Context: an optimization exercise on an open-source flow, tuned for small area. The choices shown serve that exercise and are no tape-out recipe. RTL that was checked went through simulation tests only; none was proved equivalent to the original. Function not checked in run 1: the RTL went through the layout flow alone. The clock port is modelled as an ideal driver; clocking choices that lean on that would not hold on a real chip. Power is estimated from default activity; no workload was simulated.

$ cat design/flow/config.mk
export PLATFORM = sky130hd
export DESIGN_NAME = controlador
export DESIGN_NICKNAME = controlador
export VERILOG_FILES = /design/flow/design.v
export SDC_FILE = /design/flow/constraint.sdc
export NUM_CORES = 4
export LEC_CHECK = 0
export ABC_AREA = 1
export CAP_MARGIN = 20
export CORE_MARGIN = 2
export CORE_UTILIZATION = 45
export PLACE_DENSITY = 0.6
export SLEW_MARGIN = 20
$ cat design/flow/constraint.sdc
create_clock -name core_clock -period 40.0 [get_ports {clk}]
set_input_delay 8.0000 -clock core_clock [delete_from_list [all_inputs] [get_ports {clk}]]
set_output_delay 8.0000 -clock core_clock [all_outputs]
set_load 0.01 [all_outputs]
$ cat design/flow/design.v
module controlador (
    input  logic clk,
    input  logic rst_n,
    input  logic rx_pin,
    output logic tx_pin
);
    localparam logic [3:0] CLR = 4'd0, IDLE = 4'd1, RX = 4'd2, PROC = 4'd3,
                           ACC5 = 4'd4, ACC2 = 4'd5, LOAD = 4'd6, TX = 4'd7,
                           INIT = 4'd8, MUL = 4'd9, DIV = 4'd10, FIN = 4'd11,
                           CONV = 4'd12;
    logic [3:0]  st;
    logic [4:0]  j;
    logic [3:0]  m13;      
    logic [4:0]  cnt;      
    logic [3:0]  seq;      
    logic [1:0]  cs;       
    logic [1:0]  op;       
    logic        shown, txq, rxs;
    logic [7:0]  S;        
    logic [15:0] A;
    logic [31:0] B;
    logic        c, c2, d, h1, h2, ah1;
    wire [3:0] jl = j[3:0];
    wire       w2 = j[4];
    wire       end_pass = (j == 5'd31);
    wire       tick = (jl == 4'd15) && (m13 == 4'd12);
    wire       A_out = A[0];
    wire       B_out = B[0];
    wire sq     = (cs == 2'd2);
    wire err    = (cs == 2'd1);
    wire mul    = (cs == 2'd3) && (op == 2'b00);
    wire div    = (cs == 2'd3) && (op == 2'b11);
    wire addsub = (cs == 2'd3) && (op[1] ^ op[0]);
    wire isdig = (S[7:4] == 4'h3) && (!S[3] || (S[2:1] == 2'b00));
    wire isop  = (S == 8'h2B) || (S == 8'h2D) || (S == 8'h2A) || (S == 8'h2F);
    wire is_s  = (S == 8'h73);
    wire is_q  = (S == 8'h71);
    wire is_r  = (S == 8'h72);
    wire is_eq = (S == 8'h3D) || (S == 8'h0D);
    wire digb = (j[4:2] == 3'b000) && S[j[1:0]];
    logic [15:0] kw;
    always_comb begin
        case (seq[1:0])
            2'd0: kw = 16'd10000;
            2'd1: kw = 16'd1000;
            2'd2: kw = 16'd100;
            default: kw = 16'd10;
        endcase
    end
    wire cbit = kw[jl];
    wire t_old = (jl == 4'd0) || ((jl[3:1] != 3'b000) && A[15]);
    wire t_new = (jl == 4'd0) || ((jl[3:1] != 3'b000) && A[14]);
    wire y_sub = sq ? t_old : A_out;
    wire y_cmp = sq ? t_new : A_out;
    wire hsel  = sq ? h2 : h1;
    logic [7:0] kb;
    always_comb begin
        case (seq[2:0])
            3'd2:    kb = err ? 8'h45 : 8'h30;
            3'd3:    kb = err ? 8'h72 : 8'h30;
            3'd4:    kb = err ? 8'h72 : 8'h30;
            3'd5:    kb = 8'h0D;
            3'd6:    kb = 8'h0A;
            3'd7:    kb = 8'h3D;
            default: kb = 8'h30;
        endcase
    end
    wire load_bit = (!err && seq[3:2] == 2'b00 && !j[2]) ? B_out :
                    (!err && seq == 4'd4 && !j[2])      ? A_out : kb[j[2:0]];
    logic x, y, cinit, cfirst, x2, y2;
    logic a_in, b_in, h_in;
    wire cc  = cfirst ? cinit : c;
    wire s   = x ^ y ^ cc;
    wire co  = (x & y) | (cc & (x ^ y));
    wire cc2 = (jl == 4'd0) ? 1'b1 : c2;
    wire co2 = (x2 & y2) | (cc2 & (x2 ^ y2));
    always_comb begin
        x = A_out; y = 1'b0; cinit = 1'b0; cfirst = (jl == 4'd0);
        x2 = s; y2 = ~cbit;
        a_in = A_out; b_in = B_out; h_in = B_out;
        case (st)
            CLR: begin a_in = 1'b0; b_in = 1'b0; end
            ACC5: begin
                cfirst = (j == 5'd0);
                if (cs == 2'd3) begin
                    x = B_out; y = (j[4:1] != 4'd0) && h2; b_in = s;
                end else begin
                    h_in = A_out;
                    x = A_out; y = (j[4:1] != 4'd0) && h2;
                    if (!w2) a_in = s;
                end
            end
            ACC2: begin
                cfirst = (j == 5'd0);
                x = (j != 5'd0) && h1; y = digb;
                if (cs == 2'd3) b_in = s;
                else begin
                    h_in = A_out;
                    if (!w2) a_in = s;
                end
            end
            INIT: begin
                cfirst = (j == 5'd0);
                x = B_out; y = 1'b1;
                if (!w2) begin a_in = B_out; b_in = A_out; end
                else b_in = 1'b0;
            end
            MUL: begin
                if (!w2) b_in = (jl == 4'd0) ? 1'b0 : h1;
                else begin
                    x = (jl != 4'd0) && h1; y = d & A_out; b_in = s;
                end
            end
            DIV: begin
                x = B_out; y = ~(d & y_sub); cinit = 1'b1;
                x2 = hsel; y2 = ~y_cmp;
                if (!w2) b_in = sq ? h2 : ((jl == 4'd0) ? d : h1);
                else begin
                    h_in = s;
                    b_in = hsel;
                    if (sq) a_in = (jl == 4'd0) ? d : ah1;
                end
            end
            FIN: begin
                b_in = 1'b0;
                x = A_out; y = B_out ^ op[1]; cinit = op[1];
                if (addsub && !w2) a_in = s;
                if ((mul && w2) || (div && !w2)) a_in = B_out;
            end
            CONV: begin
                cinit = 1'b1;
                if (!w2) begin x = A_out; y = ~(d & cbit); a_in = s; end
                else begin x = B_out; y = 1'b0; cinit = d; b_in = s; end
            end
            LOAD: if (seq[3:2] == 2'b00) b_in = 1'b0;
            default: ;
        endcase
    end
    wire bitslot = (cnt != 5'd0) && (cnt[4] == 1'b0) && (cnt[3:0] <= 4'd8);
    wire s_shift = ((st == RX || st == TX) && tick && bitslot) ||
                   (st == LOAD && j[4:3] == 2'b10);
    wire s_in = (st == LOAD) ? load_bit : rxs;
    assign tx_pin = txq;
    always_ff @(posedge clk) begin
        rxs <= rx_pin;
        A   <= {a_in, A[15:1]};
        B   <= {b_in, B[31:1]};
        h1  <= h_in;
        h2  <= h1;
        ah1 <= A_out;
        c   <= co;
        c2  <= co2;
        if (s_shift) S <= {s_in, S[7:1]};
        if (st == IDLE && !rxs) m13 <= 4'd6;
        else if (jl == 4'd15) m13 <= (m13 == 4'd12) ? 4'd0 : m13 + 4'd1;
        if (!rst_n) begin
            st <= CLR; j <= 5'd0; txq <= 1'b1; cs <= 2'd0;
        end else begin
            j <= j + 5'd1;
            case (st)
                CLR: begin
                    cs <= 2'd0;
                    if (end_pass) st <= IDLE;
                end
                IDLE: if (!rxs) begin st <= RX; cnt <= 5'd0; end
                RX: if (tick) begin
                    cnt <= cnt + 5'd1;
                    if (cnt == 5'd9) st <= PROC;
                end
                PROC: if (end_pass) begin
                    cnt <= 5'd0; seq <= 4'd8;
                    case (cs)
                        2'd0: begin
                            if (isdig) st <= ACC5;
                            else if (isop) begin
                                op <= {S[2], S[2] ? S[1] : S[0]}; cs <= 2'd3; st <= TX;
                            end else if (is_s) begin cs <= 2'd1; st <= TX; end
                            else st <= IDLE;
                        end
                        2'd1: if (is_q) begin cs <= 2'd2; st <= TX; end else st <= CLR;
                        2'd2: if (is_r) begin seq <= 4'd7; st <= TX; end else st <= CLR;
                        default: begin
                            if (isdig) st <= ACC5;
                            else if (is_eq) begin seq <= 4'd7; st <= LOAD; end
                            else st <= IDLE;
                        end
                    endcase
                end
                ACC5: if (end_pass) st <= ACC2;
                ACC2: if (end_pass) st <= TX;
                LOAD: if (j == 5'd23) begin st <= TX; cnt <= 5'd0; end
                TX: begin
                    if (tick && cnt != 5'd11) begin
                        cnt <= cnt + 5'd1;
                        if (cnt == 5'd0) txq <= 1'b0;
                        else if (cnt <= 5'd8) txq <= S[0];
                        else txq <= 1'b1;
                    end
                    if (cnt == 5'd11 && end_pass) begin
                        if (seq[3]) st <= IDLE;
                        else if (seq == 4'd7) st <= addsub ? FIN : INIT;
                        else if (seq == 4'd6) st <= CLR;
                        else begin
                            seq <= seq + 4'd1;
                            st <= (seq[2:0] < 3'd3 && !err) ? CONV : LOAD;
                        end
                    end
                end
                INIT: if (end_pass) begin
                    cnt <= 5'd0; d <= 1'b0;
                    if (div && !co) begin cs <= 2'd1; seq <= 4'd2; st <= LOAD; end
                    else st <= mul ? MUL : DIV;
                end
                MUL: begin
                    if (j == 5'd15) d <= B_out;
                    if (end_pass) begin
                        cnt <= cnt + 5'd1;
                        if (cnt == 5'd15) st <= FIN;
                    end
                end
                DIV: if (end_pass) begin
                    d <= co2 | s;
                    cnt <= cnt + 5'd1;
                    if (cnt == (sq ? 5'd8 : 5'd16)) st <= FIN;
                end
                FIN: if (end_pass) begin
                    seq <= 4'd0; shown <= 1'b0; d <= 1'b0; st <= CONV;
                end
                CONV: begin
                    if (j == 5'd15) begin
                        d <= co2;
                        if (co2) shown <= 1'b1;
                    end
                    if (end_pass && !d) begin
                        if (shown) st <= LOAD;
                        else begin
                            seq <= seq + 4'd1;
                            if (seq == 4'd3) st <= LOAD;
                        end
                    end
                end
                default: st <= CLR;
            endcase
        end
    end
endmodule
$ cat design/flow/flow/run.sh
#!/bin/bash
set -euo pipefail
here=$(pwd)
rm -rf "$here/scripts"
cp -r "$FLOW_HOME/scripts" "$here/scripts"
cp "$here/flow/abc_area.script" "$here/scripts/abc_area.script"
bash standard.sh SCRIPTS_DIR="$here/scripts" finish > "$here/flow.log" 2>&1
$ cat design/flow/flow/abc_area.script
strash
&get -n
&deepsyn -T 20
&put
dch -f
amap
stime -c
$ cat design/flow/standard.sh
#!/bin/bash
# synth_recipe.tcl (not shown) runs the flow's synth.tcl, then flattens the netlist and writes it again
# the make line also repeats each setting of config.mk as NAME=value (left out here)
make -C /OpenROAD-flow-scripts/flow DESIGN_CONFIG=/design/flow/config.mk WORK_HOME=/design/flow/orfs CLKGATE_MAP_FILE= SYNTH_SCRIPT=/design/flow/synth_recipe.tcl "${@:-finish}"
==> results of run 1 <==
[cell families (layout without fill, tap and decap cells)]
group                    count (synthesis)  count (layout)  synth area share, %
flip-flops                              91              91                 50.2
buffers and inverters                   65              86                 6.03
AO/OA/AOI/OAI                          116             116                 18.9
adder cells (fa/ha/maj)                 20              20                 6.37
AND/OR/NAND/NOR                        175             175                 18.5
[area by class of cell]
| cell class | count | area share (%) |
|---|---|---|
| clock buffer | 9 | 2.80 |
| clock inverter | 7 | 1.53 |
| inverter | 65 | 5.52 |
| multi-input combinational | 311 | 40.1 |
| sequential | 91 | 46.0 |
| tap | 108 | 3.06 |
| timing repair buffer | 5 | 1.02 |
[synthesized netlist by cell type, drive strengths merged (2+ instances only)]
| cell | instances |
|---|---|
| nor3 | 27 |
| o32a | 3 |
| o311ai | 2 |
| o32ai | 5 |
| dfxtp | 70 |
| or2 | 2 |
| o21a | 5 |
| nor2 | 85 |
| o221ai | 5 |
| o211ai | 3 |
| ha | 19 |
| a22oi | 3 |
| nand3 | 11 |
| clkinv | 65 |
| o21ai | 28 |
| a21oi | 23 |
| nand2 | 36 |
| a31oi | 11 |
| a311oi | 2 |
| nor4 | 6 |
| a221oi | 4 |
| edfxtp | 21 |
| o22ai | 6 |
| a211oi | 8 |
| nor2b | 3 |
[through the flow]
stage	hold WS, ns	setup slack, ns
4_1_cts	0.335	30.24
3_5_place_dp	0.312	29.84
5_1_grt	0.341	30.07
6_report	0.327	30.26
2_1_floorplan	0.310	30.90
3_3_place_gp	0.313	29.95
[flip-flops by register name, summed over array words and instances, names as in the netlist, 2 cells and up]
signal and count:
A 16, st 4, seq 4, cnt 5, cs 2, j 5
m13 4, B 32, op 2, S 8
[layout by cell type (no fill, tap or decap), types with 2 or more instances in the layout]
cell,netlist,layout
o32a_1,3,3
ha_1,19,19
a221oi_1,4,4
clkinv_1,65,65
o221ai_1,5,5
or2_0,2,2
a21oi_1,23,23
o32ai_1,5,5
nor2_1,85,85
inv_6,0,3
nand2_1,36,36
clkdlybuf4s50_1,0,3
a31oi_1,11,11
a211oi_1,8,8
a22oi_1,3,3
o21a_1,5,5
o211ai_1,3,3
o22ai_1,6,6
dfxtp_1,70,70
edfxtp_1,21,21
o21ai_0,28,28
nor2b_1,3,3
nor3_1,27,27
buf_4,0,2
clkbuf_8,0,9
a311oi_1,2,2
nor4_1,6,6
nand3_1,11,11
[report_power, final]
part / switching [uW] / total [uW] / internal [uW]
registers: 12.8 / 129 / 116
logic: 35.0 / 52.2 / 17.3
clock network: 35.2 / 59.4 / 24.2
[final timing paths]
kind                      startpoint              endpoint  slack (ns)  cells after the start
hold / removal          B[2]$_DFF_P_          B[1]$_DFF_P_        0.33                      0
setup / recovery               rst_n  cnt[0]$_SDFFCE_PN0P_       30.26                      3
setup reg to reg  st[1]$_SDFFE_PN0P_      seq[1]$_DFFE_PP_       35.45                     14
hold reg to reg         B[2]$_DFF_P_          B[1]$_DFF_P_        0.33                      0
[routing by layer]
| layer | routed length [um] | share of wire (%) |
|---|---|---|
| met1 | 4770 | 45 |
| met2 | 4520 | 43 |
| met3 | 886 | 8.4 |
| met4 | 329 | 3.1 |
| met5 | 0 | 0 |
==> metrics.md, run 1 <==
| Metric | Value |
|---|---|
| CTS root buf | `clkbuf_8` |
| Fill cell count | `841` |
| Largest net degree at the start of global routing | `19` |
| Storage cell area | `0.00203 sq mm` |
| Slowest cell on the critical path | `nor3_1` |
| Slew headroom | `47.4%` |
| Synth top area cells | `dfxtp_1 35%, edfxtp_1 16%, nor2_1 7.9%, clkinv_1 6.0%, ha_1 5.9%` |
| Clock Skew | `about 0.013 ns` |
| Worst-path clk slew | `0.10 ns` |
| Final period util | `24.4%` |
| Worst setup EP type | `flop` |
| Die height | `98.8 um` |
| Crit-path leading delay family | `buffers and inverters` |
| Post-synth top flop | `dfxtp_1` |
| Dominant cell type by area after synthesis | `dfxtp_1` |
| Total number of yosys warnings | `1` |
| Antenna Nets Post-Route | `0` |
| Number of unique standard cell types used by synthesis | `39` |
| Post-CTS Hold Fix Bufs | `0` |
| WL per Instance | `17.6 um` |
| Core area | `around 0.0087 sq mm` |
| Unrepaired setup endpoints after global routing | `no` |
| Footprint of the multi-input gates | `0.00177 sq mm` |
| Final Cell Area | `0.00442 sq mm` |
| GR Overflow Total | `0` |
| DR DRC count | `0` |
| Met2 usage | `between 30% and 40%` |
| Routability cong. | `1.00` |
| F_max | `slightly above 100 MHz` |
| Vias in the first global route | `3391` |
| Hold crit path type | `flop to flop` |
| Share of layout cells above drive strength 1 | `3.69%` |
| Grt met1 use | `31.3%` |
| Worst path bufs/invs | `2` |
| Layout Nets | `slightly above 500` |
| Crit path required time | `around 40 ns` |
| Chip width | `around 99 um` |
| Post-CTS sizing | `0` |
| Worst-Skew Late Latency | `0.36 ns` |
| Post-layout util | `approximately 51%` |
| Die Area | `roughly 0.0098 sq mm` |
| Met3 Use GR | `6.74%` |
| Via-to-Cell Ratio | `roughly 5.9` |
| Synthesized net count | `490` |
| Number of enable flip-flop cells after synthesis | `21` |
| Synthesized instance count | `about 470` |
| CTS Buf Count | `9` |
| Global routing's busiest layer | `met2` |
| Port-buffer cells | `3` |
| Maxcap violations | `0` |
| Setup bufs post-CTS | `0` |
| Overall power | `241 uW` |
| H-tree depth | `3` |
| Pwr per Cell Area | `54.5 mW/mm^2` |
| Initial Util | `46.4%` |
| Syn Area/Cell | `8.67 sq um` |
| Status | `timing/DRC/antenna clean` |
| Final setup violation count | `0` |
| Pleak | `0.00155 uW` |
| Worst path max stage delay | `0.74 ns` |
| Placed insts | `580` |
| Startpoint types | `input pin` |
| Routed vias | `~3500` |
| DR iter-0 viols | `~360` |
| Sum of negative setup slack | `0 ns` |
| Crit-path cells | `clkdlybuf4s50_1 -> clkinv_1 -> nor3_1` |
| Setup CP Type | `input pin to flop` |
| GRT Util Overall | `22.8%` |
| First-pass GRT wire length | `17300 um` |
| Synthesis-to-layout area growth | `9.18%` |
| Max-slew violations | `0` |
| Final Hold Viols | `0` |
| Initial antenna violation count | `0` |
| Ant diodes | `0` |
| Ys async rst share | `0%` |
| Sequential share of the synthesized area | `between 50 and 60%` |
| # IOs | `4` |
| Crit-path max FO | `14` |
| Site Rows | `34` |
| Yosys top cell area share | `~35%` |
| CTS tree | `yes` |
| VDD IR max | `~0.000026 V` |
| Cell Area, Synth | `0.00405 sq mm` |
| Clock sinks | `91` |
| Final WL | `around 11000 um` |
| DP HPWL | `~7900 um` |
| Clk buf depth | `2` |
| Tightest Pin Transition | `0.776 ns` |
| Minimum clock period | `9.74 ns` |
| Worst endpoint data arrival time | `9.74 ns` |
| DR pass1 iterations | `5` |
| Synthesized flop and latch total | `91` |
| Non-Filler Instances | `596` |
| Area after DPL | `approximately 0.0042 sq mm` |
==> run 2: changes to the inputs <==
--- a/design/flow/design.v
+++ b/design/flow/design.v
@@ -13,6 +13,5 @@
     logic [3:0]  m13;      
-    logic [4:0]  cnt;      
+    logic [3:0]  cnt;      
     logic [3:0]  seq;      
-    logic [1:0]  cs;       
-    logic [1:0]  op;       
+    logic [2:0]  cs;       
     logic        shown, txq, rxs;
@@ -28,7 +27,7 @@
     wire       B_out = B[0];
-    wire sq     = (cs == 2'd2);
-    wire err    = (cs == 2'd1);
-    wire mul    = (cs == 2'd3) && (op == 2'b00);
-    wire div    = (cs == 2'd3) && (op == 2'b11);
-    wire addsub = (cs == 2'd3) && (op[1] ^ op[0]);
+    wire sq     = (cs == 3'd2);
+    wire err    = (cs == 3'd1);
+    wire mul    = (cs == 3'd4);
+    wire div    = (cs == 3'd7);
+    wire addsub = cs[2] && (cs[1] ^ cs[0]);
     wire isdig = (S[7:4] == 4'h3) && (!S[3] || (S[2:1] == 2'b00));
@@ -84,3 +83,3 @@
                 cfirst = (j == 5'd0);
-                if (cs == 2'd3) begin
+                if (cs[2]) begin
                     x = B_out; y = (j[4:1] != 4'd0) && h2; b_in = s;
@@ -95,3 +94,3 @@
                 x = (j != 5'd0) && h1; y = digb;
-                if (cs == 2'd3) b_in = s;
+                if (cs[2]) b_in = s;
                 else begin
@@ -125,5 +124,7 @@
                 b_in = 1'b0;
-                x = A_out; y = B_out ^ op[1]; cinit = op[1];
-                if (addsub && !w2) a_in = s;
-                if ((mul && w2) || (div && !w2)) a_in = B_out;
+                x = A_out; y = B_out ^ cs[1]; cinit = cs[1];
+                if (!w2) begin
+                    if (addsub) a_in = s;
+                    if (div || sq) a_in = (jl == 4'd0) ? d : (sq ? ah1 : h1);
+                end else if (mul) a_in = B_out;
             end
@@ -138,3 +139,3 @@
     end
-    wire bitslot = (cnt != 5'd0) && (cnt[4] == 1'b0) && (cnt[3:0] <= 4'd8);
+    wire bitslot = (cnt != 4'd0) && (cnt <= 4'd8);
     wire s_shift = ((st == RX || st == TX) && tick && bitslot) ||
@@ -156,3 +157,3 @@
         if (!rst_n) begin
-            st <= CLR; j <= 5'd0; txq <= 1'b1; cs <= 2'd0;
+            st <= CLR; j <= 5'd0; txq <= 1'b1; cs <= 3'd0;
         end else begin
@@ -161,22 +162,22 @@
                 CLR: begin
-                    cs <= 2'd0;
+                    cs <= 3'd0;
                     if (end_pass) st <= IDLE;
                 end
-                IDLE: if (!rxs) begin st <= RX; cnt <= 5'd0; end
+                IDLE: if (!rxs) begin st <= RX; cnt <= 4'd0; end
                 RX: if (tick) begin
-                    cnt <= cnt + 5'd1;
-                    if (cnt == 5'd9) st <= PROC;
+                    cnt <= cnt + 4'd1;
+                    if (cnt == 4'd9) st <= PROC;
                 end
                 PROC: if (end_pass) begin
-                    cnt <= 5'd0; seq <= 4'd8;
+                    cnt <= 4'd0; seq <= 4'd8;
                     case (cs)
-                        2'd0: begin
+                        3'd0: begin
                             if (isdig) st <= ACC5;
                             else if (isop) begin
-                                op <= {S[2], S[2] ? S[1] : S[0]}; cs <= 2'd3; st <= TX;
-                            end else if (is_s) begin cs <= 2'd1; st <= TX; end
+                                cs <= {1'b1, S[2], S[2] ? S[1] : S[0]}; st <= TX;
+                            end else if (is_s) begin cs <= 3'd1; st <= TX; end
                             else st <= IDLE;
                         end
-                        2'd1: if (is_q) begin cs <= 2'd2; st <= TX; end else st <= CLR;
-                        2'd2: if (is_r) begin seq <= 4'd7; st <= TX; end else st <= CLR;
+                        3'd1: if (is_q) begin cs <= 3'd2; st <= TX; end else st <= CLR;
+                        3'd2: if (is_r) begin seq <= 4'd7; st <= TX; end else st <= CLR;
                         default: begin
@@ -190,11 +191,11 @@
                 ACC2: if (end_pass) st <= TX;
-                LOAD: if (j == 5'd23) begin st <= TX; cnt <= 5'd0; end
+                LOAD: if (j == 5'd23) begin st <= TX; cnt <= 4'd0; end
                 TX: begin
-                    if (tick && cnt != 5'd11) begin
-                        cnt <= cnt + 5'd1;
-                        if (cnt == 5'd0) txq <= 1'b0;
-                        else if (cnt <= 5'd8) txq <= S[0];
+                    if (tick && cnt != 4'd11) begin
+                        cnt <= cnt + 4'd1;
+                        if (cnt == 4'd0) txq <= 1'b0;
+                        else if (cnt <= 4'd8) txq <= S[0];
                         else txq <= 1'b1;
                     end
-                    if (cnt == 5'd11 && end_pass) begin
+                    if (cnt == 4'd11 && end_pass) begin
                         if (seq[3]) st <= IDLE;
@@ -209,4 +210,4 @@
                 INIT: if (end_pass) begin
-                    cnt <= 5'd0; d <= 1'b0;
-                    if (div && !co) begin cs <= 2'd1; seq <= 4'd2; st <= LOAD; end
+                    cnt <= 4'd0; d <= 1'b0;
+                    if (div && !co) begin cs <= 3'd1; seq <= 4'd2; st <= LOAD; end
                     else st <= mul ? MUL : DIV;
@@ -216,4 +217,4 @@
                     if (end_pass) begin
-                        cnt <= cnt + 5'd1;
-                        if (cnt == 5'd15) st <= FIN;
+                        cnt <= cnt + 4'd1;
+                        if (cnt == 4'd15) st <= FIN;
                     end
@@ -222,4 +223,4 @@
                     d <= co2 | s;
-                    cnt <= cnt + 5'd1;
-                    if (cnt == (sq ? 5'd8 : 5'd16)) st <= FIN;
+                    cnt <= cnt + 4'd1;
+                    if (cnt[2:0] == 3'd7 && (sq || cnt[3])) st <= FIN;
                 end
--- a/design/flow/config.mk
+++ b/design/flow/config.mk
@@ -8,6 +8,7 @@
 export ABC_AREA = 1
-export CAP_MARGIN = 20
+export CAP_MARGIN = 0
 export CORE_MARGIN = 2
-export CORE_UTILIZATION = 45
-export PLACE_DENSITY = 0.6
-export SLEW_MARGIN = 20
+export CORE_UTILIZATION = 70
+export HOLD_SLACK_MARGIN = 0
+export PLACE_DENSITY = 0.85
+export SLEW_MARGIN = 0
==> metrics.md, run 2 <==
| Metric | Value |
|---|---|
| Dominant cell type by area after synthesis | `dfxtp_1` |
| Die Area | `0.00634 sq mm` |
| Antenna Nets Post-Route | `0` |
| Total number of yosys warnings | `1` |
| FF-to-FF Start | `st[1]$_SDFFE_PN0P_` |
| Worst endpoint data arrival time | `around 9.6 ns` |
| Via-to-Cell Ratio | `7.13` |
| Synth Area in XOR/XNOR | `0%` |
| Clock sinks | `89` |
| Mux cell area share after synthesis | `0%` |
| Largest net degree at the start of global routing | `18` |
| Most frequent cells in the layout | `71 x dfxtp_1, 67 x nor2_1, 63 x clkinv_1` |
| Worst setup EP type | `flop` |
| Post-synth top flop | `dfxtp_1` |
| WL per Instance | `20.9 um` |
| Startpoint types | `input pin` |
| Unrepaired setup endpoints after global routing | `no` |
| Pleak | `between 0.0015 and 0.002 uW` |
| Die height | `approximately 80 um` |
| CTS Buf Count | `9` |
| Post-CTS Hold Fix Bufs | `0` |
| F_max | `105 MHz` |
| Commonest non-fill, non-tap cell in the layout | `dfxtp_1` |
| Chip width | `79.6 um` |
| Worst-path clk slew | `0.09 ns` |
| Minimum clock period | `around 9.5 ns` |
| Synthesized flop and latch total | `89` |
| Port-buffer cells | `3` |
| GRT Util Overall | `about two fifths` |
| Hold crit path type | `flop to flop` |
| Final WL | `11400 um` |
| Setup CP Type | `input pin to flop` |
| Clk buf depth | `2` |
| Tightest Pin Transition | `1.25 ns` |
| Site Rows | `27` |
| Top flop regs | `B: 32 flops, A: 16 flops, S: 8 flops` |
| CTS tree | `yes` |
| Routed vias | `3892` |
| Yosys top cell area share | `35.5%` |
| VDD IR max | `0.0000453 V` |
| Crit-path max FO | `5` |
| Most frequent cells after synthesis | `71 x dfxtp_1, 67 x nor2_1, 62 x clkinv_1, 37 x nand2_1` |
| Final Hold Viols | `0` |
| Clock Skew | `about 0.0057 ns` |
| Sum of negative setup slack | `0 ns` |
| Maxcap violations | `0` |
| Initial antenna violation count | `0` |
| Max-slew violations | `0` |
| Synthesized net count | `480` |
| Synth top area cells | `dfxtp_1 36%, edfxtp_1 14%, ha_1 6.6%, nor2_1 6.3%, clkinv_1 5.8%` |
| Number of unique standard cell types used by synthesis | `42` |
| Reg with most FFs | `B` |
| H-tree depth | `3` |
| Critical path origin | `rst_n` |
| Fill cell count | `between 300 and 400` |
| Setup ws final | `a little over 30 ns` |
| Post-CTS sizing | `0` |
| Max reg flops | `32` |
| CTS root buf | `clkbuf_8` |
| DR iter-0 viols | `807` |
| Overall power | `between 200 and 250 uW` |
| Crit path required time | `40.08 ns` |
| Pwr per Cell Area | `55.9 mW/mm^2` |
| Slew headroom | `16.4%` |
| Worst-Skew Late Latency | `0.37 ns` |
| First-pass GRT wire length | `18100 um` |
| DR pass1 iterations | `6` |
| Synthesis-to-layout area growth | `7.63%` |
| Number of enable flip-flop cells after synthesis | `18` |
| Sequential share of the synthesized area | `49.0%` |
| Post-layout util | `78.2%` |
| GR Overflow Total | `0` |
| DR DRC count | `0` |
| # IOs | `4` |
| Vias in the first global route | `approximately 3500` |
| Initial Util | `between 70% and 80%` |
| Routability cong. | `1.05` |
| Compound-gate portion of the synthesized area | `20.4%` |
| Pre-CTS setup slack | `30.10 ns` |
| Cell Area, Synth | `0.00400 sq mm` |
| DP HPWL | `~8400 um` |
| Syn Area/Cell | `a little under 9 sq um` |
| Post-Synth Adder-Cell Area | `~7.1%` |
| Final period util | `a little under a quarter` |
| Final setup violation count | `0` |
| Core area | `0.00551 sq mm` |
| Simple-Gate Fraction of Synth Area | `17.7%` |
| Setup bufs post-CTS | `0` |
| Ant diodes | `0` |
| Share of layout cells above drive strength 1 | `3.16%` |
| Largest family of logic cells by synthesized area | `compound AO/OA/AOI/OAI gates` |
| Layout Nets | `roughly 500` |
| Status | `timing/DRC/antenna clean` |
| Ys async rst share | `0%` |
| HP Start | `B[30]$_DFF_P_` |
| Synthesized instance count | `455` |
| Most common cell in the netlist | `dfxtp_1` |
run 2: changes by cell type after synthesis, moves of 5 or more:
cell,previous run,this run
nor2_1,85,67
o21ai_0,28,20
a21oi_1,23,28
nand3_1,11,6
a311oi_1,2,7
run 2: kinds of logic (layout without fill, tap and decap cells):
logic type	after synthesis	in the layout
adder cells (fa/ha/maj)	22	22
buffers and inverters	62	81
AO/OA/AOI/OAI	122	122
flip-flops	89	89
AND/OR/NAND/NOR	160	160
run 2: per-layer routing:
layer	vias to the layer above	global-route usage, %	part of all wire (%)
met2	343	60.9	45
met3	89	9.28	13
met1	1789	50.1	37
met4	0	16.2	5.0
li1	1671	-	-
met5	-	0	0
run 2: final cells by class:
type / instances / area [sq um] / area share [%]
timing repair buffer: 3 / 30.0 / 0.697
clock buffer: 9 / 124 / 2.88
tap: 72 / 90.1 / 2.09
inverter: 62 / 233 / 5.40
sequential: 89 / 1960 / 45.5
multi-input combinational: 304 / 1810 / 42.0
clock inverter: 7 / 61.3 / 1.42
run 2: worst max-delay path, cell delays in order:
cell and delay, ns:
clkdlybuf4s50_1 0.62, nand2_1 0.09, a2111oi_0 0.64, o21a_1 0.28
run 2: per-stage QoR:
step                      hold WS, ns  cells  area [sq um]
final                           0.332    546          4310
after global routing            0.339    546          4310
after CTS                       0.333    546          4310
after detailed placement        0.313    530          4120
after global placement          0.311    530          4120
after floorplan                 0.310    455          4000
run 2: path summary, 6_finish.rpt:
path / cells after the start / end / slack (ns)
hold / removal: 0 / B[29]$_DFF_P_ / 0.33
hold reg to reg: 0 / B[29]$_DFF_P_ / 0.33
setup reg to reg: 19 / d$_DFFE_PP_ / 35.18
setup / recovery: 4 / seq[0]$_DFFE_PP_ / 30.46
run 2: report_power, final:
part	leakage, uW	switching [uW]	internal, uW
clock	0.0000961	34.8	24.0
combinational	0.000724	36.7	17.3
sequential	0.000751	12.3	116
total	0.00157	83.8	157
==> run 3: changes to the inputs <==
--- a/design/flow/config.mk
+++ b/design/flow/config.mk
@@ -8,7 +8,9 @@
 export ABC_AREA = 1
-export CAP_MARGIN = 0
+export CAP_MARGIN = 20
 export CORE_MARGIN = 2
-export CORE_UTILIZATION = 70
-export HOLD_SLACK_MARGIN = 0
-export PLACE_DENSITY = 0.85
-export SLEW_MARGIN = 0
+export CORE_UTILIZATION = 45
+export CTS_BUF_LIST = sky130_fd_sc_hd__clkbuf_8
+export CTS_CLUSTER_DIAMETER = 150
+export CTS_CLUSTER_SIZE = 40
+export PLACE_DENSITY = 0.6
+export SLEW_MARGIN = 20
==> metrics.md, run 3 <==
| Metric | Value |
|---|---|
| Most frequent cells after synthesis | `71 x dfxtp_1, 67 x nor2_1, 62 x clkinv_1, 37 x nand2_1` |
| Number of unique standard cell types used by synthesis | `42` |
| Pwr per Cell Area | `53.6 mW/mm^2` |
| # IOs | `4` |
| Pre-CTS setup slack | `29.97 ns` |
| Worst endpoint data arrival time | `between 9 and 10 ns` |
| Via-to-Cell Ratio | `5.98` |
| Synthesized instance count | `455` |
| Cell Area, Synth | `0.00400 sq mm` |
| Maxcap violations | `0` |
| Status | `timing/DRC/antenna clean` |
| Max reg flops | `32` |
| Synthesized net count | `480` |
| Setup ws final | `30.36 ns` |
| CTS tree | `yes` |
| Worst-path clk slew | `0.09 ns` |
| Final WL | `10600 um` |
| Clk buf depth | `2` |
| Vias in the first global route | `3244` |
| Share of layout cells above drive strength 1 | `3.37%` |
| Post-CTS Hold Fix Bufs | `0` |
| Total number of yosys warnings | `1` |
| Synth top area cells | `dfxtp_1 36%, edfxtp_1 14%, ha_1 6.6%, nor2_1 6.3%, clkinv_1 5.8%` |
| Top flop regs | `B: 32 flops, A: 16 flops, S: 8 flops` |
| Die Area | `0.00966 sq mm` |
| Antenna Nets Post-Route | `0` |
| R2r setup slk | `~35 ns` |
| CTS Buf Count | `9` |
| Final hold slack | `~0.33 ns` |
| Storage cell area | `approximately 0.002 sq mm` |
| WL per Instance | `18.2 um` |
| GRT Util Overall | `22.9%` |
| Largest net degree at the start of global routing | `17` |
| Port-buffer cells | `3` |
| Ys async rst share | `0%` |
| Synthesis-to-layout area growth | `8.72%` |
| Final Cell Area | `0.00435 sq mm` |
| Routed vias | `~3500` |
| Worst setup EP type | `flop` |
| Slew headroom | `41.8%` |
| CTS root buf | `clkbuf_8` |
| Reg with most FFs | `B` |
| Pleak | `between 0.0015 and 0.002 uW` |
| Commonest non-fill, non-tap cell in the layout | `dfxtp_1` |
| Ant diodes | `0` |
| Clock sinks | `89` |
| DR DRC count | `0` |
| Crit path required time | `40.07 ns` |
| Die height | `just under 100 um` |
| Initial antenna violation count | `0` |
| Startpoint types | `input pin` |
| Post-CTS sizing | `0` |
| Synthesized flop and latch total | `89` |
| Max-slew violations | `0` |
| DP HPWL | `8000 um` |
| Clock Skew | `~0.0064 ns` |
| Core area | `0.00868 sq mm` |
| Final setup violation count | `0` |
| Sequential share of the synthesized area | `49.0%` |
| Final period util | `24.1%` |
| Area after DPL | `0.00418 sq mm` |
| Syn Area/Cell | `approximately 8.8 sq um` |
| GR Overflow Total | `0` |
| Post-synth top flop | `dfxtp_1` |
| Dominant cell type by area after synthesis | `dfxtp_1` |
| Tightest Pin Transition | `between 0.8 and 0.9 ns` |
| Most frequent cells in the layout | `71 x dfxtp_1, 67 x nor2_1, 62 x clkinv_1` |
| H-tree depth | `3` |
| Site Rows | `34` |
| Yosys top cell area share | `35.5%` |
| Chip width | `approximately 98 um` |
| Routability cong. | `0.981` |
| Final Hold Viols | `0` |
| VDD IR max | `0.0000262 V` |
| Minimum clock period | `9.64 ns` |
| Footprint of the multi-input gates | `~0.0018 sq mm` |
| Overall power | `233 uW` |
| Layout Nets | `a little under 500` |
| F_max | `104 MHz` |
| Number of enable flip-flop cells after synthesis | `18` |
| First-pass GRT wire length | `17400 um` |
| Setup CP Type | `input pin to flop` |
| Sum of negative setup slack | `0 ns` |
| Crit-path max FO | `5` |
| Setup bufs post-CTS | `0` |
| Worst-Skew Late Latency | `0.36 ns` |
| DR pass1 iterations | `5` |
| Initial Util | `approximately 46%` |
| Unrepaired setup endpoints after global routing | `no` |
| Fill cell count | `868` |
| DR iter-0 viols | `342` |
| Hold crit path type | `flop to flop` |
| Most common cell in the netlist | `dfxtp_1` |
## run 3: through the flow
step	std cells	util, %
after global placement	567	48.1
after CTS	583	50.1
final	583	50.1
after global routing	583	50.1
after floorplan	455	-
after detailed placement	567	48.1
## run 3: cell families (layout without fill, tap and decap cells)
logic type / Yosys count / after routing / synth area share, %
and+or+nand+nor: 160 / 160 / 17.7
AOI/OAI and AO/OA: 122 / 122 / 20.4
buffers and inverters: 62 / 82 / 5.81
adders and majority gates: 22 / 22 / 7.06
DFF: 89 / 89 / 49.0
## run 3: path summary, 6_finish.rpt
| path | start | endpoint | cells past startpoint |
|---|---|---|---|
| worst max-delay path | rst_n | seq[2]$_DFFE_PP_ | 4 |
| worst min-delay path | B[10]$_DFF_P_ | B[9]$_DFF_P_ | 0 |
| worst max register to register | st[0]$_SDFFE_PN0P_ | d$_DFFE_PP_ | 19 |
| worst min register to register | B[10]$_DFF_P_ | B[9]$_DFF_P_ | 0 |
## run 3: worst max-delay path, cell delays in order
cell	delay (ns)
clkdlybuf4s50_1	0.61
nand2_1	0.08
a2111oi_0	0.73
o21a_1	0.29
## run 3: report_power, final
group / leakage (uW) / internal (uW) / switching [uW] / total (uW)
clock: 0.0000919 / 23.0 / 33.5 / 56.6
sequential: 0.000751 / 115 / 10.2 / 126
combinational: 0.000729 / 17.1 / 33.7 / 50.9
## run 3: final cells by class
| cell class | count | area share, % |
|---|---|---|
| clock buffers | 9 | 2.85 |
| clock inverters | 7 | 1.21 |
| inverters | 62 | 5.35 |
| multi-input cells | 304 | 41.5 |
| flip-flops and latches | 89 | 45.1 |
| well taps | 108 | 3.11 |
| repair buffers | 4 | 0.863 |
## run 3: metal layers
| layer | share of wire, % | track usage, % | vias to the layer above |
|---|---|---|---|
| li1 | - | - | 1668 |
| met1 | 48 | 33.9 | 1621 |
| met2 | 42 | 33.0 | 163 |
| met3 | 6.8 | 4.94 | 32 |
| met4 | 3.3 | 8.22 | 0 |
| met5 | 0 | 0 | - |
==> run 4: changes to the inputs <==
--- a/design/flow/config.mk
+++ b/design/flow/config.mk
@@ -11,5 +11,2 @@
 export CORE_UTILIZATION = 45
-export CTS_BUF_LIST = sky130_fd_sc_hd__clkbuf_8
-export CTS_CLUSTER_DIAMETER = 150
-export CTS_CLUSTER_SIZE = 40
 export PLACE_DENSITY = 0.6
==> metrics.md, run 4 <==
| Metric | Value |
|---|---|
| Worst path max stage delay | `0.73 ns` |
| F_max | `104 MHz` |
| Final setup violation count | `0` |
| GR Overflow Total | `0` |
| Crit-path max FO | `5` |
| Setup CP Type | `input pin to flop` |
| Routability cong. | `0.981` |
| CTS root buf | `clkbuf_8` |
| Max reg flops | `32` |
| Synthesis-to-layout area growth | `8.72%` |
| Final Hold Viols | `0` |
| Worst setup EP type | `flop` |
| Ant diodes | `0` |
| DR pass1 iterations | `5` |
| DR iter-0 viols | `~340` |
| Chip width | `98.3 um` |
| Routed vias | `3441` |
| WL per Instance | `about 18 um` |
| H-tree depth | `3` |
| Reg2Reg Capture Point | `d$_DFFE_PP_` |
| Die Area | `0.00966 sq mm` |
| Clock sinks | `89` |
| DP HPWL | `around 8000 um` |
| Commonest non-fill, non-tap cell in the layout | `dfxtp_1` |
| First-pass GRT wire length | `17400 um` |
| Top flop regs | `B: 32 flops, A: 16 flops, S: 8 flops` |
| Layout Nets | `roughly 500` |
| Status | `timing/DRC/antenna clean` |
| CTS tree | `yes` |
| Die height | `98.3 um` |
| Syn Area/Cell | `8.80 sq um` |
| Share of layout cells above drive strength 1 | `3.37%` |
| # IOs | `4` |
| Tightest Pin Transition | `0.850 ns` |
| Sequential share of the synthesized area | `49.0%` |
| Worst hold stages | `0` |
| DR DRC count | `0` |
| Final WL | `10600 um` |
| Most frequent cells in the layout | `71 x dfxtp_1, 67 x nor2_1, 62 x clkinv_1` |
| Initial antenna violation count | `0` |
| Startpoint types | `input pin` |
| Post-synth top flop | `dfxtp_1` |
| Synthesized flop and latch total | `89` |
| Initial Util | `46.1%` |
| Worst-Skew Late Latency | `~0.36 ns` |
| Number of enable flip-flop cells after synthesis | `18` |
| Storage cell area | `0.00196 sq mm` |
| Met3 Use GR | `4.94%` |
| Slowest cell on the critical path | `a2111oi_0` |
| Setup bufs post-CTS | `0` |
| Cell Area, Synth | `0.00400 sq mm` |
| Vias in the first global route | `3244` |
| Port-buffer cells | `3` |
| Unrepaired setup endpoints after global routing | `no` |
| Antenna Nets Post-Route | `0` |
| Pleak | `0.00157 uW` |
| Grt met1 use | `between 30 and 40%` |
| Footprint of the multi-input gates | `0.00181 sq mm` |
| Hold crit path type | `flop to flop` |
| Slew headroom | `41.8%` |
| Fill cell count | `roughly 870` |
| Post-CTS Hold Fix Bufs | `0` |
| Final period util | `approximately 24%` |
| Pwr per Cell Area | `53.7 mW/mm^2` |
| Synthesized instance count | `approximately 460` |
| FF-to-FF Start | `st[0]$_SDFFE_PN0P_` |
| Placed insts | `around 570` |
| Crit-path cells | `clkdlybuf4s50_1 -> nand2_1 -> a2111oi_0 -> o21a_1` |
| Met2 usage | `33.0%` |
| Post-CTS sizing | `0` |
| Number of unique standard cell types used by synthesis | `42` |
| Total number of yosys warnings | `1` |
| Core area | `0.00868 sq mm` |
| R2r worst-path depth | `19` |
| Area after DPL | `around 0.0042 sq mm` |
| VDD IR max | `approximately 0.000026 V` |
| WHS Endpoint | `B[9]$_DFF_P_` |
| Largest net degree at the start of global routing | `17` |
| Clk buf depth | `2` |
| CTS Buf Count | `9` |
| Final Cell Area | `0.00435 sq mm` |
| Most frequent cells after synthesis | `71 x dfxtp_1, 67 x nor2_1, 62 x clkinv_1, 37 x nand2_1` |
| R2r setup slk | `~35 ns` |
| Reg with most FFs | `B` |
| Ys async rst share | `0%` |
| Global routing's busiest layer | `met1` |
| Via-to-Cell Ratio | `5.90` |
| Minimum clock period | `9.64 ns` |
| Crit path required time | `40.08 ns` |
| Sum of negative setup slack | `0 ns` |
| HP Start | `B[10]$_DFF_P_` |
| Non-Filler Instances | `583` |
| Site Rows | `34` |
| Clock Skew | `0.00719 ns` |
| Most common cell in the netlist | `dfxtp_1` |
| Maxcap violations | `0` |
| Synthesized net count | `480` |
| Worst endpoint data arrival time | `9.71 ns` |
| Synth top area cells | `dfxtp_1 36%, edfxtp_1 14%, ha_1 6.6%, nor2_1 6.3%, clkinv_1 5.8%` |
| Dominant cell type by area after synthesis | `dfxtp_1` |
| GRT Util Overall | `between 20% and 30%` |
| Yosys top cell area share | `35.5%` |
| Worst-path clk slew | `0.09 ns` |
| Max-slew violations | `0` |
[run 4: cell counts after synthesis]
No cell type changed its count.
[run 4: metal layers]
layer | wire [um] | vias to the layer above
met4 | 310 | 0
met1 | 5180 | 1607
met3 | 652 | 25
met5 | 0 | -
met2 | 4460 | 139
li1 | - | 1670
[run 4: kinds of logic after synthesis]
group | synth area share (%)
simple gates | 17.7
compound gates | 20.4
flops | 49.0
buf+inv | 5.81
fa+ha+maj | 7.06
[run 4: cell type report]
type                            instances  area share [%]
Sequential cell                        89            45.1
Tap cell                              108            3.11
Inverter                               62            5.35
Multi-Input combinational cell        304            41.5
Timing Repair Buffer                    4           0.863
Clock buffer                           10            2.93
Clock inverter                          6            1.12
[run 4: per-stage QoR]
stage               utilization (%)  power, uW  worst slack [ns]  hold slack, ns
CTS                            50.1        234             30.41           0.330
finish                         50.1        234             30.36           0.328
floorplan                         -        161             30.93           0.310
global route                   50.1        247             30.22           0.335
global placement               48.1        177             30.09           0.310
detailed placement             48.1        177             29.97           0.312
[run 4: how the worst max path moves through the flow]
| stage | startpoint | slack (ns) | endpoint | cells after the start |
|---|---|---|---|---|
| 6_report | rst_n | 30.36 | seq[2]$_DFFE_PP_ | 4 |
| 5_1_grt | rst_n | 30.22 | seq[2]$_DFFE_PP_ | 4 |
| 4_1_cts | rst_n | 30.41 | seq[2]$_DFFE_PP_ | 4 |
| 3_5_place_dp | rst_n | 29.97 | seq[0]$_DFFE_PP_ | 4 |
| 3_3_place_gp | rst_n | 30.09 | shown$_DFFE_PP_ | 4 |
| 2_1_floorplan | rst_n | 30.93 | seq[0]$_DFFE_PP_ | 3 |
[run 4: report_power, final]
group          leakage [uW]  internal [uW]  switching (uW)  total (uW)
registers          0.000751            115            10.1         126
clock network     0.0000878           23.3            33.9        57.2
logic              0.000729           17.1            33.7        50.8
[run 4: worst max-delay path: cells and delay by family]
| kind | cells | cell delay (ns) |
|---|---|---|
| buffers and inverters | 1 | 0.61 |
| AND/OR/NAND/NOR | 1 | 0.08 |
| AO/OA/AOI/OAI | 2 | 1.02 |
==> run 5: changes to the inputs <==
--- a/design/flow/config.mk
+++ b/design/flow/config.mk
@@ -11,2 +11,5 @@
 export CORE_UTILIZATION = 45
+export CTS_BUF_LIST = sky130_fd_sc_hd__clkbuf_16
+export CTS_CLUSTER_DIAMETER = 200
+export CTS_CLUSTER_SIZE = 50
 export PLACE_DENSITY = 0.6
==> metrics.md, run 5 <==
| Metric | Value |
|---|---|
| Status | `timing/DRC/antenna clean` |
| Synthesized net count | `480` |
| Tightest Pin Transition | `0.832 ns` |
| Reg with most FFs | `B` |
| CTS root buf | `clkbuf_16` |
| Slew headroom | `43.1%` |
| Vias in the first global route | `3254` |
| H-tree depth | `3` |
| Crit path required time | `40.05 ns` |
| Final setup violation count | `0` |
| CTS Buf Count | `9` |
| Area after DPL | `0.00418 sq mm` |
| Pleak | `0.00162 uW` |
| Total number of yosys warnings | `1` |
| Post-CTS Hold Fix Bufs | `0` |
| Ys async rst share | `0%` |
| M1 WL | `5000 um` |
| Via-to-Cell Ratio | `between 5 and 6` |
| Mux cell area share after synthesis | `0%` |
| Top flop regs | `B: 32 flops, A: 16 flops, S: 8 flops` |
| Layout Nets | `about 500` |
| Reg2Reg Capture Point | `d$_DFFE_PP_` |
| Compound-gate portion of the synthesized area | `20.4%` |
| Post-Synth Adder-Cell Area | `7.06%` |
| Cell Area, Synth | `roughly 0.0040 sq mm` |
| Synthesized instance count | `between 400 and 500` |
| Initial Util | `46.1%` |
| Final WL | `10600 um` |
| Port-buffer cells | `3` |
| Setup CP Type | `input pin to flop` |
| Setup ws final | `30.32 ns` |
| Initial antenna violation count | `0` |
| Uppermost layer routed | `met4` |
| Most common cell in the netlist | `dfxtp_1` |
| Met3 WL | `780 um` |
| Hold crit path type | `flop to flop` |
| Worst hold stages | `0` |
| Fill cell count | `852` |
| Site Rows | `34` |
| # IOs | `4` |
| Commonest non-fill, non-tap cell in the layout | `dfxtp_1` |
| Final period util | `24.2%` |
| Largest net degree at the start of global routing | `17` |
| Minimum clock period | `9.68 ns` |
| Most frequent cells after synthesis | `71 x dfxtp_1, 67 x nor2_1, 62 x clkinv_1, 37 x nand2_1` |
| DP HPWL | `8000 um` |
| Dominant cell type by area after synthesis | `dfxtp_1` |
| DR pass1 iterations | `6` |
| Maxcap violations | `0` |
| Clock sinks | `89` |
| Die height | `around 100 um` |
| GRT Util Overall | `22.8%` |
| Final Hold Viols | `0` |
| Number of unique standard cell types used by synthesis | `42` |
| Worst endpoint data arrival time | `9.72 ns` |
| Die Area | `0.00966 sq mm` |
| DR iter-0 viols | `between 300 and 400` |
| Max-slew violations | `0` |
| GR Overflow Total | `0` |
| Final hold slack | `0.324 ns` |
| Worst setup EP type | `flop` |
| Chip width | `98.3 um` |
| Largest family of logic cells by synthesized area | `compound AO/OA/AOI/OAI gates` |
| Number of enable flip-flop cells after synthesis | `18` |
| Unrepaired setup endpoints after global routing | `no` |
| Post-CTS sizing | `0` |
| FF-to-FF Start | `st[0]$_SDFFE_PN0P_` |
| Sequential share of the synthesized area | `49.0%` |
| First-pass GRT wire length | `roughly 17000 um` |
| Startpoint types | `input pin` |
| Crit-path max FO | `5` |
| Worst-Skew Late Latency | `approximately 0.34 ns` |
| CTS tree | `yes` |
| Post-synth top flop | `dfxtp_1` |
| Ant diodes | `0` |
| Final Cell Area | `roughly 0.0045 sq mm` |
| R2r worst-path depth | `19` |
| Syn Area/Cell | `8.80 sq um` |
| Antenna Nets Post-Route | `0` |
| Pre-CTS setup slack | `29.97 ns` |
| Core area | `0.00868 sq mm` |
| Share of layout cells above drive strength 1 | `3.37%` |
| F_max | `103 MHz` |
| Synth Area in XOR/XNOR | `0%` |
| Simple-Gate Fraction of Synth Area | `17.7%` |
| Sum of negative setup slack | `0 ns` |
| Yosys top cell area share | `between 30% and 40%` |
| VDD IR max | `between 0.00002 and 0.00003 V` |
| Routability cong. | `0.981` |
| Worst-path clk slew | `0.07 ns` |
| Clk buf depth | `2` |
| R2r setup slk | `~35 ns` |
| Setup bufs post-CTS | `0` |
| Routed vias | `3479` |
| Synthesis-to-layout area growth | `11.3%` |
| Met2 routed WL | `~4500 um` |
| DR DRC count | `0` |
| Clock Skew | `0.00421 ns` |
| HP Start | `B[10]$_DFF_P_` |
| Most frequent cells in the layout | `71 x dfxtp_1, 67 x nor2_1, 62 x clkinv_1` |
| Synthesized flop and latch total | `89` |
| WHS Endpoint | `B[9]$_DFF_P_` |
| Max reg flops | `32` |
| WL per Instance | `18.1 um` |
| Synth top area cells | `dfxtp_1 36%, edfxtp_1 14%, ha_1 6.6%, nor2_1 6.3%, clkinv_1 5.8%` |
| Pwr per Cell Area | `around 57 mW/mm^2` |
## run 5: changes by cell type in the layout (fill, tap and decap cells not counted)
cell       previous run  this run
clkbuf_16             0         9
clkbuf_8              9         0
clkbuf_1              1         0
inv_1                 0         1
## run 5: area by class of cell
| class | instances | area, sq um | area share [%] |
|---|---|---|---|
| flip-flops and latches | 89 | 1960 | 44.1 |
| multi-input cells | 304 | 1810 | 40.6 |
| inverters | 62 | 233 | 5.23 |
| clock buffers | 9 | 225 | 5.06 |
| well taps | 108 | 135 | 3.03 |
| clock inverters | 7 | 52.6 | 1.18 |
| repair buffers | 4 | 37.5 | 0.843 |
## run 5: layer usage
| metal | GRT usage, % | vias up |
|---|---|---|
| li1 | - | 1675 |
| met2 | 32.5 | 157 |
| met1 | 33.6 | 1620 |
| met5 | 0 | - |
| met3 | 4.87 | 27 |
| met4 | 8.85 | 0 |
## run 5: logic make-up after synthesis
group,after synthesis
and+or+nand+nor,160
AOI/OAI and AO/OA,122
DFF,89
buffers and inverters,62
adders and majority gates,22
## run 5: worst max-delay path by stage
stage,start,endpoint,slack (ns),cells after the start
3_3_place_gp,rst_n,shown$_DFFE_PP_,30.09,4
4_1_cts,rst_n,seq[2]$_DFFE_PP_,30.37,4
2_1_floorplan,rst_n,seq[0]$_DFFE_PP_,30.93,3
5_1_grt,rst_n,seq[2]$_DFFE_PP_,30.19,4
6_report,rst_n,seq[2]$_DFFE_PP_,30.32,4
3_5_place_dp,rst_n,seq[0]$_DFFE_PP_,29.97,4
## run 5: through the flow
step	total power [uW]	cells	utilization (%)
after floorplan	161	455	-
after global placement	177	567	48.1
after detailed placement	177	567	48.1
after CTS	257	583	51.3
after global routing	269	583	51.3
final	256	583	51.3
## run 5: worst max-delay path, cell delays in order
cell,delay [ns]
clkdlybuf4s50_1,0.61
nand2_1,0.08
a2111oi_0,0.74
o21a_1,0.29
## run 5: power breakdown
part	internal (uW)	switching (uW)	total (uW)
Clock	42.6	36.2	78.7
Combinational	17.1	33.8	50.9
Sequential	116	10.2	126
==> run 6: changes to the inputs <==
==> design/flow/flow/run.sh (replaced) <==
#!/bin/bash
# The standard layout (standard.sh, ORFS's own scripts), with three
# changes to how the layout is made:
#  - ABC's area script (combinational logic only; flip-flops are mapped
#    before ABC runs, so the registers are those of the standard synthesis)
#    is replaced by a stronger area-oriented one (flow/abc_area.script);
#  - CTS does not add dummy loads for skew balancing;
#  - the port buffers use the smallest buffer cell.
set -euo pipefail
here=$(pwd)
rm -rf "$here/scripts"
cp -r "$FLOW_HOME/scripts" "$here/scripts"
cp "$here/flow/abc_area.script" "$here/scripts/abc_area.script"
sed -i 's/^log_cmd clock_tree_synthesis {\*}\$cts_args/lappend cts_args -dont_use_dummy_load\nlog_cmd clock_tree_synthesis {*}$cts_args/' "$here/scripts/cts.tcl"
sed -i 's/buffer_ports {\*}\[env_var_or_empty BUFFER_PORTS_ARGS\]/buffer_ports -buffer_cell sky130_fd_sc_hd__buf_1/' "$here/scripts/global_place.tcl"
grep -q dont_use_dummy_load "$here/scripts/cts.tcl"
grep -q "buffer_cell sky130_fd_sc_hd__buf_1" "$here/scripts/global_place.tcl"
bash standard.sh SCRIPTS_DIR="$here/scripts" finish > "$here/flow.log" 2>&1
--- a/design/flow/config.mk
+++ b/design/flow/config.mk
@@ -11,5 +11,2 @@
 export CORE_UTILIZATION = 45
-export CTS_BUF_LIST = sky130_fd_sc_hd__clkbuf_16
-export CTS_CLUSTER_DIAMETER = 200
-export CTS_CLUSTER_SIZE = 50
 export PLACE_DENSITY = 0.6
==> metrics.md, run 6 <==
| Metric | Value |
|---|---|
| Final setup violation count | `0` |
| Vias in the first global route | `3343` |
| Fill cell count | `858` |
| Synth top area cells | `dfxtp_1 36%, edfxtp_1 14%, ha_1 6.6%, nor2_1 6.3%, clkinv_1 5.8%` |
| Top flop regs | `B: 32 flops, A: 16 flops, S: 8 flops` |
| Final period util | `approximately 23%` |
| Synthesis-to-layout area growth | `6.94%` |
| Number of unique standard cell types used by synthesis | `42` |
| Worst-path clk slew | `about 0.08 ns` |
| Placed insts | `567` |
| Synthesized flop and latch total | `89` |
| DR DRC count | `0` |
| Sum of negative setup slack | `0 ns` |
| Site Rows | `34` |
| WL per Instance | `between 15 and 20 um` |
| Clock sinks | `89` |
| Worst setup EP type | `flop` |
| Synthesized instance count | `455` |
| Via-to-Cell Ratio | `6.04` |
| Share of layout cells above drive strength 1 | `2.14%` |
| Pwr per Cell Area | `between 50 and 60 mW/mm^2` |
| Largest net degree at the start of global routing | `17` |
| CTS tree | `yes` |
| Syn Area/Cell | `8.80 sq um` |
| Core area | `0.00868 sq mm` |
| Tightest Pin Transition | `0.756 ns` |
| Yosys top cell area share | `35.5%` |
| GRT Util Overall | `23.5%` |
| Most common cell in the netlist | `dfxtp_1` |
| GR Overflow Total | `0` |
| F_max | `108 MHz` |
| Ant diodes | `0` |
| Die height | `98.3 um` |
| Layout Nets | `495` |
| Setup bufs post-CTS | `0` |
| Final WL | `roughly 11000 um` |
| Hold crit path type | `flop to flop` |
| Antenna Nets Post-Route | `0` |
| VDD IR max | `between 0.00002 and 0.000025 V` |
| First-pass GRT wire length | `17800 um` |
| Clock Skew | `0.0178 ns` |
| Chip width | `~98 um` |
| Initial antenna violation count | `0` |
| Number of enable flip-flop cells after synthesis | `18` |
| Post-synth top flop | `dfxtp_1` |
| Worst-Skew Late Latency | `0.36 ns` |
| Unrepaired setup endpoints after global routing | `no` |
| Final Hold Viols | `0` |
| Crit path required time | `~40 ns` |
| Sequential share of the synthesized area | `49.0%` |
| Most frequent cells in the layout | `71 x dfxtp_1, 67 x nor2_1, 62 x clkinv_1` |
| Status | `timing/DRC/antenna clean` |
| Cell Area, Synth | `approximately 0.0040 sq mm` |
| Routability cong. | `0.965` |
| Startpoint types | `input pin` |
| Most frequent cells after synthesis | `71 x dfxtp_1, 67 x nor2_1, 62 x clkinv_1, 37 x nand2_1` |
| Non-Filler Instances | `576` |
| Reg with most FFs | `B` |
| CTS Buf Count | `9` |
| Routed vias | `roughly 3500` |
| Post-CTS Hold Fix Bufs | `0` |
| Initial Util | `between 40% and 50%` |
| Ys async rst share | `0%` |
| Setup CP Type | `input pin to flop` |
| Crit-path max FO | `5` |
| Synthesized net count | `480` |
| Minimum clock period | `just over 9 ns` |
| Post-CTS sizing | `0` |
| DR iter-0 viols | `467` |
| # IOs | `4` |
| Max reg flops | `32` |
| Dominant cell type by area after synthesis | `dfxtp_1` |
| Total number of yosys warnings | `1` |
| Port-buffer cells | `3` |
| Pleak | `0.00154 uW` |
| DR pass1 iterations | `6` |
| Max-slew violations | `0` |
| Worst endpoint data arrival time | `9.31 ns` |
| Die Area | `0.00966 sq mm` |
| Commonest non-fill, non-tap cell in the layout | `dfxtp_1` |
| DP HPWL | `7940 um` |
| Slew headroom | `between 40 and 50%` |
| Maxcap violations | `0` |
## run 6: cell types whose count changed in the layout (fill, tap and decap cells not counted), moves of 2 or more
cell,before,now
clkdlybuf4s50_1,3,0
buf_1,0,3
clkbuf_8,0,9
clkinv_4,2,0
inv_6,2,0
clkbuf_16,9,0
## run 6: per-layer routing
metal  GRT usage, %  vias up  part of all wire [%]
met5              0        -                     0
met4           9.48        0                   3.6
met3           5.80       38                   8.8
met2           34.3      188                    42
met1           33.5     1591                    46
li1               -     1661                     -
## run 6: path summary, 6_finish.rpt
path	depth (start not counted)	start	slack, ns	endpoint
worst max-delay path	4	rst_n	30.74	seq[0]$_DFFE_PP_
worst min-delay path	0	B[18]$_DFF_P_	0.31	B[17]$_DFF_P_
worst max register to register	19	st[1]$_SDFFE_PN0P_	35.28	d$_DFFE_PP_
worst min register to register	0	B[18]$_DFF_P_	0.31	B[17]$_DFF_P_
## run 6: cell families (layout without fill, tap and decap cells)
group,count (synthesis),count (layout),synth area share [%]
simple gates,160,160,17.7
compound gates,122,122,20.4
fa+ha+maj,22,22,7.06
flops,89,89,49.0
buf+inv,62,75,5.81
## run 6: worst max-delay path, cell delays in order
cell,delay [ns]
buf_1,0.24
nand2_1,0.09
a2111oi_0,0.70
o21a_1,0.28
## run 6: metrics by stage
stage          utilization (%)  area (sq um)  setup WS, ns  hold slack, ns  total power, uW
2_1_floorplan                -          4000         30.93           0.310              161
3_3_place_gp              47.9          4160         30.46           0.311              177
3_5_place_dp              47.9          4160         30.42           0.312              177
4_1_cts                   49.3          4280         30.77           0.311              225
5_1_grt                   49.3          4280         30.62           0.322              238
6_report                  49.3          4280         30.74           0.314              225
## run 6: layout make-up
| type | count | area, sq um | area share, % |
|---|---|---|---|
| flip-flops and latches | 89 | 1960 | 45.8 |
| multi-input cells | 304 | 1810 | 42.2 |
| inverters | 62 | 233 | 5.44 |
| well taps | 108 | 135 | 3.16 |
| clock buffers | 9 | 124 | 2.89 |
| repair buffers | 4 | 18.8 | 0.438 |
## run 6: power breakdown
group	internal, uW	leakage (uW)	switching (uW)
combinational	17.2	0.000720	34.0
clock	20.2	0.0000647	27.8
sequential	116	0.000751	10.2
==> run 7: changes to the inputs <==
==> design/flow/flow/run.sh (replaced) <==
#!/bin/bash
# The standard layout (standard.sh, ORFS's own scripts), with these
# changes to how the layout is made:
#  - ABC's area script (combinational logic only; flip-flops are mapped
#    before ABC runs, so the registers are those of the standard synthesis)
#    is replaced by a stronger area-oriented one (flow/abc_area.script);
#  - CTS does not add dummy loads for skew balancing, and after CTS each
#    clock buffer is downsized as far as the clock-pin slew allows
#    (flow/ck_down.tcl);
#  - the port buffers use the smallest buffer cell.
# All tool output goes to flow.log and ORFS's per-step logs under orfs/logs.
set -euo pipefail
here=$(pwd)
rm -rf "$here/scripts"
cp -r "$FLOW_HOME/scripts" "$here/scripts"
cp "$here/flow/abc_area.script" "$here/scripts/abc_area.script"
cp "$here/flow/ck_down.tcl" "$here/scripts/ck_down.tcl"
sed -i 's/^log_cmd clock_tree_synthesis {\*}\$cts_args/lappend cts_args -dont_use_dummy_load\nlog_cmd clock_tree_synthesis {*}$cts_args\nsource $::env(SCRIPTS_DIR)\/ck_down.tcl/' "$here/scripts/cts.tcl"
sed -i 's/buffer_ports {\*}\[env_var_or_empty BUFFER_PORTS_ARGS\]/buffer_ports -buffer_cell sky130_fd_sc_hd__buf_1/' "$here/scripts/global_place.tcl"
grep -q dont_use_dummy_load "$here/scripts/cts.tcl"
grep -q ck_down.tcl "$here/scripts/cts.tcl"
grep -q "buffer_cell sky130_fd_sc_hd__buf_1" "$here/scripts/global_place.tcl"
bash standard.sh SCRIPTS_DIR="$here/scripts" finish > "$here/flow.log" 2>&1
==> design/flow/flow/ck_down.tcl (new file) <==
proc ck_max_slew {} {
  set mx 0
  foreach p [get_pins -of_objects [all_registers] -filter "is_clock==1"] {
    set s [get_property $p slew_max]
    if {$s > $mx} {set mx $s}
  }
  return $mx
}
set_propagated_clock [all_clocks]
estimate_parasitics -placement
puts "ck_down: max clock pin slew before [ck_max_slew]"
foreach inst [get_cells -filter "ref_name == sky130_fd_sc_hd__clkbuf_8"] {
  foreach smaller {sky130_fd_sc_hd__clkbuf_2 sky130_fd_sc_hd__clkbuf_4} {
    replace_cell $inst $smaller
    estimate_parasitics -placement
    if {[ck_max_slew] <= 0.110} {
      puts "ck_down: [get_full_name $inst] -> $smaller"
      break
    }
    replace_cell $inst sky130_fd_sc_hd__clkbuf_8
    estimate_parasitics -placement
  }
}
puts "ck_down: max clock pin slew after [ck_max_slew]"
unset_propagated_clock [all_clocks]
==> metrics.md, run 7 <==
| Metric | Value |
|---|---|
| M1 WL | `4910 um` |
| Setup bufs post-CTS | `0` |
| Uppermost layer routed | `met4` |
| Synthesized net count | `480` |
| Die Area | `0.00966 sq mm` |
| Pwr per Cell Area | `~52 mW/mm^2` |
| F_max | `110 MHz` |
| Final period util | `22.8%` |
| Sw Pwr | `a little over 70 uW` |
| Non-Filler Instances | `576` |
| Startpoint types | `input pin` |
| Yosys top cell area share | `35.5%` |
| Largest net degree at the start of global routing | `17` |
| Reg with most FFs | `B` |
| Synthesized flop and latch total | `89` |
| Sum of negative setup slack | `0 ns` |
| Met2 routed WL | `4390 um` |
| Worst-Skew Late Latency | `roughly 0.54 ns` |
| CTS Buf Count | `9` |
| DR iter-0 viols | `371` |
| Overall power | `approximately 220 uW` |
| Sequential share of the synthesized area | `49.0%` |
| Most frequent cells in the layout | `71 x dfxtp_1, 67 x nor2_1, 62 x clkinv_1` |
| First-pass GRT wire length | `17800 um` |
| Switch share | `32.5%` |
| Worst setup EP type | `flop` |
| Final WL | `10600 um` |
| Core area | `0.00868 sq mm` |
| Final setup violation count | `0` |
| Slew headroom | `45.4%` |
| # IOs | `4` |
| Initial Util | `46.1%` |
| Tightest Pin Transition | `0.799 ns` |
| Vias in the first global route | `roughly 3300` |
| Worst path max stage delay | `0.48 ns` |
| Chip width | `98.3 um` |
| Setup ws final | `30.89 ns` |
| Comb power frac | `23.1%` |
| Routed vias | `3501` |
| Post-synth top flop | `dfxtp_1` |
| Top flop regs | `B: 32 flops, A: 16 flops, S: 8 flops` |
| Placed insts | `567` |
| Max reg flops | `32` |
| Post-CTS sizing | `0` |
| Post-CTS Hold Fix Bufs | `0` |
| Pleak | `0.00153 uW` |
| Commonest non-fill, non-tap cell in the layout | `dfxtp_1` |
| Status | `timing/DRC/antenna clean` |
| Die height | `98.3 um` |
| Hold crit path type | `flop to flop` |
| Share of power burned in registers | `57.1%` |
| Worst path bufs/invs | `2` |
| DR DRC count | `0` |
| Dominant cell type by area after synthesis | `dfxtp_1` |
| Worst-path clk slew | `~0.09 ns` |
| Initial antenna violation count | `0` |
| Crit path required time | `40.25 ns` |
| Clock share of power | `19.8%` |
| Cell Area, Synth | `between 0.004 and 0.005 sq mm` |
| Met3 WL | `884 um` |
| Share of layout cells above drive strength 1 | `2.14%` |
| Final Hold Viols | `0` |
| Clock Skew | `~0.037 ns` |
| Port-buffer cells | `3` |
| Crit-path cells | `buf_1 -> clkinv_1 -> a211oi_1 -> o21a_1` |
| Worst endpoint data arrival time | `~9.4 ns` |
| CTS tree | `yes` |
| Syn Area/Cell | `8.80 sq um` |
| DR pass1 iterations | `5` |
| Synthesis-to-layout area growth | `6.41%` |
| Unrepaired setup endpoints after global routing | `no` |
-- run 7: cell counts after synthesis --
No cell type changed its count.
-- run 7: per-stage QoR --
stage | cell area [sq um] | util [%] | hold WS (ns)
after floorplan | 4000 | - | 0.310
final | 4260 | 49.1 | 0.315
after CTS | 4260 | 49.1 | 0.312
after global routing | 4260 | 49.1 | 0.323
after global placement | 4160 | 47.9 | 0.311
after detailed placement | 4160 | 47.9 | 0.312
-- run 7: worst paths after layout --
kind | cells past startpoint | startpoint | end | slack, ns
setup reg to reg | 19 | st[0]$_SDFFE_PN0P_ | d$_DFFE_PP_ | 35.35
setup / recovery | 4 | rst_n | shown$_DFFE_PP_ | 30.89
hold reg to reg | 0 | B[18]$_DFF_P_ | B[17]$_DFF_P_ | 0.31
hold / removal | 0 | B[18]$_DFF_P_ | B[17]$_DFF_P_ | 0.31
-- run 7: layer usage --
layer / vias to the layer above / global-route usage [%]
met5: - / 0
met3: 48 / 5.80
met2: 185 / 34.3
met4: 0 / 9.48
li1: 1660 / -
met1: 1608 / 33.4
-- run 7: cell type report --
class	count	area [sq um]	share of cell area (%)
flip-flops and latches	89	1960	46.1
repair buffers	4	18.8	0.441
well taps	108	135	3.17
clock buffers	9	103	2.41
inverters	62	233	5.46
multi-input cells	304	1810	42.5
-- run 7: power by group through the flow --
stage	clock network, uW	logic [uW]	registers, uW
after floorplan	0	36.8	124
after global placement	0	49.6	128
after detailed placement	0	49.4	128
after CTS	32.4	49.8	128
after global routing	48.6	56.8	128
final	43.6	51.0	126
-- run 7: kinds of logic (layout without fill, tap and decap cells) --
family / after synthesis / in the layout / synth area share (%)
AO/OA/AOI/OAI: 122 / 122 / 20.4
AND/OR/NAND/NOR: 160 / 160 / 17.7
flip-flops: 89 / 89 / 49.0
adder cells (fa/ha/maj): 22 / 22 / 7.06
buffers and inverters: 62 / 75 / 5.81
-- run 7: worst register-to-register path, stage by stage (launching register included) --
cell      delay (ns)
dfxtp_1         0.43
clkinv_1        0.32
nor2_1          0.37
clkinv_1        0.22
nor2_1          0.28
clkinv_1        0.18
nor2_1          0.28
clkinv_1        0.18
o22ai_1         0.26
nor2_1          0.06
o21ai_0         0.12
fa_1            0.54
clkinv_1        0.16
o21ai_0         0.11
ha_1            0.31
o21a_1          0.10
nor2_1          0.17
a211oi_1        0.10
nor2_1          0.13
o31ai_1         0.09

-- static timing again, ports no longer ideal --
In the flow no input, the clock included, has a driving cell. The finished layouts below were timed again as built, in two steps.
Step 1: set_driving_cell puts a clkbuf_16 on clk and a buf_2 on each other input, an assumption about the parent block.
Step 2, shift: input delay + t, output delay - t, t = (earliest + latest rising clock arrival at the registers) / 2. This alone moves slack from input paths to output paths.
a / b / c = no drivers / after step 1 / after step 2; a / b = the first two.
| run | shift t [ns] | slack for setup (ns) |
|---|---|---|
| run 1 | 0.386 | 30.257 / 30.267 / 29.881 |
| run 2 | 0.396 | 30.460 / 30.461 / 30.065 |
| run 3 | 0.388 | 30.359 / 30.368 / 29.980 |
| run 4 | 0.393 | 30.364 / 30.374 / 29.981 |
| run 5 | 0.374 | 30.324 / 30.340 / 29.966 |
| run 6 | 0.379 | 30.741 / 30.748 / 30.369 |
| run 7 | 0.555 | 30.886 / 30.890 / 30.334 |
After both steps setup and hold are still met in every run listed.
